Background: an optimization exercise with open tools, aiming at small area and a short achievable clock period. Do not read the settings as production practice. Where RTL was checked, it was by simulation tests only, not by an equivalence proof against the original.

Setup of the previous run:
// lane_hough
module lane_hough(clk, reset, in_xy_valid, in_new_pixel, in_x_nms, in_y_nms, in_end_one_row,
                  out_rho_vote, out_phi_vote, out_vote_valid);
input clk, reset;
input [7:0] in_new_pixel;
input [8:0] in_x_nms;
input [7:0] in_y_nms;
input in_xy_valid;
input in_end_one_row;
output [5:0] out_rho_vote;
output [6:0] out_phi_vote;
output out_vote_valid;
integer i;
reg [8:0] xd [1:11];
reg [7:0] yd [1:13];
reg [12:1] vd;
reg [11:1] ed;
always @(posedge clk) begin
    xd[1] <= in_x_nms;
    for (i = 2; i <= 11; i = i + 1) xd[i] <= xd[i-1];
    yd[1] <= in_y_nms;
    for (i = 2; i <= 13; i = i + 1) yd[i] <= yd[i-1];
    vd <= {vd[11:1], in_xy_valid};
    ed <= {ed[10:1], in_end_one_row};
end
reg [7:0] c1 [0:131];
always @(posedge clk) begin
    c1[0] <= in_new_pixel;
    for (i = 1; i <= 131; i = i + 1) c1[i] <= c1[i-1];
end
reg [7:0] pl_a5, pl_a6, pl_g5;
always @(posedge clk) begin
    pl_a5 <= ((c1[131] >> 4) + (c1[129] >> 4)) + ((c1[3] >> 4) + (c1[1] >> 4));
    pl_a6 <= ((c1[130] >> 3) + (c1[67] >> 3)) + ((c1[65] >> 3) + (c1[2] >> 3));
    pl_g5 <= (c1[66] >> 2);
end
wire [7:0] gf = pl_a5 + pl_g5 + pl_a6;
reg [7:0] c2 [1:131];
always @(posedge clk) begin
    c2[1] <= gf;
    for (i = 2; i <= 131; i = i + 1) c2[i] <= c2[i-1];
end
wire [7:0] g5 = c2[67], g6 = c2[66];
reg [9:0] vr0, vr1, vr2, sbot, stop;
always @(posedge clk) begin
    vr0 <= {2'b0, c2[129]} + {2'b0, c2[1]} + {1'b0, c2[65], 1'b0};
    vr1 <= vr0;
    vr2 <= vr1;
    sbot <= {2'b0, c2[3]} + {2'b0, c2[1]} + {1'b0, c2[2], 1'b0};
  ...
export LEC_CHECK = 0
export CAP_MARGIN = 20
export CORE_MARGIN = 2
export CORE_UTILIZATION = 40
export SETUP_SLACK_MARGIN = 4.3
export SLEW_MARGIN = 20
create_clock -name core_clock -period 7.0 [get_ports {clk}]
run.sh (not shown) runs the stock make flow with config.mk's settings and CLKGATE_MAP_FILE= SYNTH_SCRIPT=/design/flow/synth_recipe.tcl, a recipe that flattens the netlist after the stock synthesis.
Looking at the reports, the previous run completed the entire flow and the layout it produced met the timing, design-rule and antenna checks.
The following lists how the current run was set up differently from the previous run:
--- a/flow/design.v
+++ b/flow/design.v
@@ -173,50 +173,53 @@
         lp_phi <= phiavg_3;
     end
     lp_flag_rised <= lp_edge_rise ? 1'b1 : (lp_edge_fall | ed[11]) ? 1'b0 : lp_flag_rised;
     lp_valid2 <= lp_valid1 & vd[12] & lp_check_width;
     lp_x_mid <= (lp_x >> 1) + (x_nms11 >> 1);
     lp_phi_mid <= (lp_phi >> 1) + (phiavg_3 >> 1);
 end
 reg [8:0] fifo_x [0:15];
 reg [6:0] fifo_phi [0:15];
 reg [7:0] fifo_y [0:15];
 reg [4:0] cnt;
 reg lifo_empty;
-reg [3:0] lifo_rp;     
+reg [8:0] lifo_x;
+reg [6:0] lifo_phi;
+reg [7:0] lifo_y;
 wire lifo_re;
 wire lifo_we = lp_valid2;
 wire full_int = (cnt == 5'd16);
 wire empty_int = (cnt == 5'd0);
 wire we_real = lifo_we & ~lifo_re & ~full_int;
 wire re_real = ~lifo_we & lifo_re & ~empty_int;
+wire rw_same = lifo_we & lifo_re;
+wire [3:0] cnt_m1 = cnt[3:0] - 4'd1;
 always @(posedge clk) begin
     if (reset) cnt <= 5'd0;
     else if (we_real) cnt <= cnt + 5'd1;
     else if (re_real) cnt <= cnt - 5'd1;
 end
 always @(posedge clk) begin
     if (we_real) begin
         fifo_x[cnt[3:0]] <= lp_x_mid;
         fifo_phi[cnt[3:0]] <= lp_phi_mid;
         fifo_y[cnt[3:0]] <= yd[13];
     end
 end
 always @(posedge clk) begin
     lifo_empty <= empty_int;
-    lifo_rp <= cnt[3:0] - 4'd1;
+    lifo_x <= rw_same ? lp_x_mid : fifo_x[cnt_m1];
+    lifo_y <= rw_same ? yd[13] : fifo_y[cnt_m1];
+    lifo_phi <= rw_same ? lp_phi_mid : fifo_phi[cnt_m1];
 end
-wire [8:0] lifo_x = fifo_x[lifo_rp];
-wire [6:0] lifo_phi = fifo_phi[lifo_rp];
-wire [7:0] lifo_y = fifo_y[lifo_rp];
 reg [2:0] ht_denta_x;
 reg [3:0] ht_denta_phi;
 reg ht_free;
 reg phi_eq_10;         
 reg done_loop_xphi;    
 wire load_new_point = (ht_free | done_loop_xphi) & ~lifo_empty;
 wire ht_clr = load_new_point | reset;
 assign lifo_re = load_new_point;
 always @(posedge clk) begin
     if ((done_loop_xphi & lifo_empty) | reset) ht_free <= 1'b1;
     else if (load_new_point) ht_free <= 1'b0;
     if (ht_clr) ht_denta_x <= 3'd0;
--- outcome ---
For the current run, the highest routing layer actually used was met4, unlike the previous run, where it was met5.
Per the comparison of the current run with the previous run, die outline area shows an increase of 1.2%, sequential cell count shows an increase of 0.69%, required time reported for the critical path endpoint shows an increase of 2.12 ns.
The current run against the previous run: setup slack has increased; final cycle utilization of the critical path has remained practically unchanged; number of gates given a new drive strength after cts has decreased.
Function not checked in the current run: the RTL went through the layout flow alone.

-- what the ideal ports hide --
In the flow no input, the clock included, has a driving cell. The finished layouts below were timed again as built, in two steps. Step 1 sets driving cells, clkbuf_16 on the clock port and buf_2 on the other inputs (assumed; they add their load-dependent delay and slew). Step 2 adds t to the input delays and takes it off the output delays; t is the mean of the earliest and latest rising clock arrival at the registers after step 1. Input paths then give back, and output paths get back, about the clock's delay inside the block. a / b / c = ideal ports / drivers / drivers and shift; a / b = the first two.
run	t, ns	setup WS [ns]	worst data-port slew with drivers (ns)
the previous run	0.955	4.270 / 4.189 / 4.150	0.09
the current run	0.946	4.279 / 4.242 / 4.031	0.12
After both steps setup and hold are still met in every run listed. For the current run, which loses most, drivers alone change the setup slack by -0.037 ns; drivers and shift together by -0.248 ns.
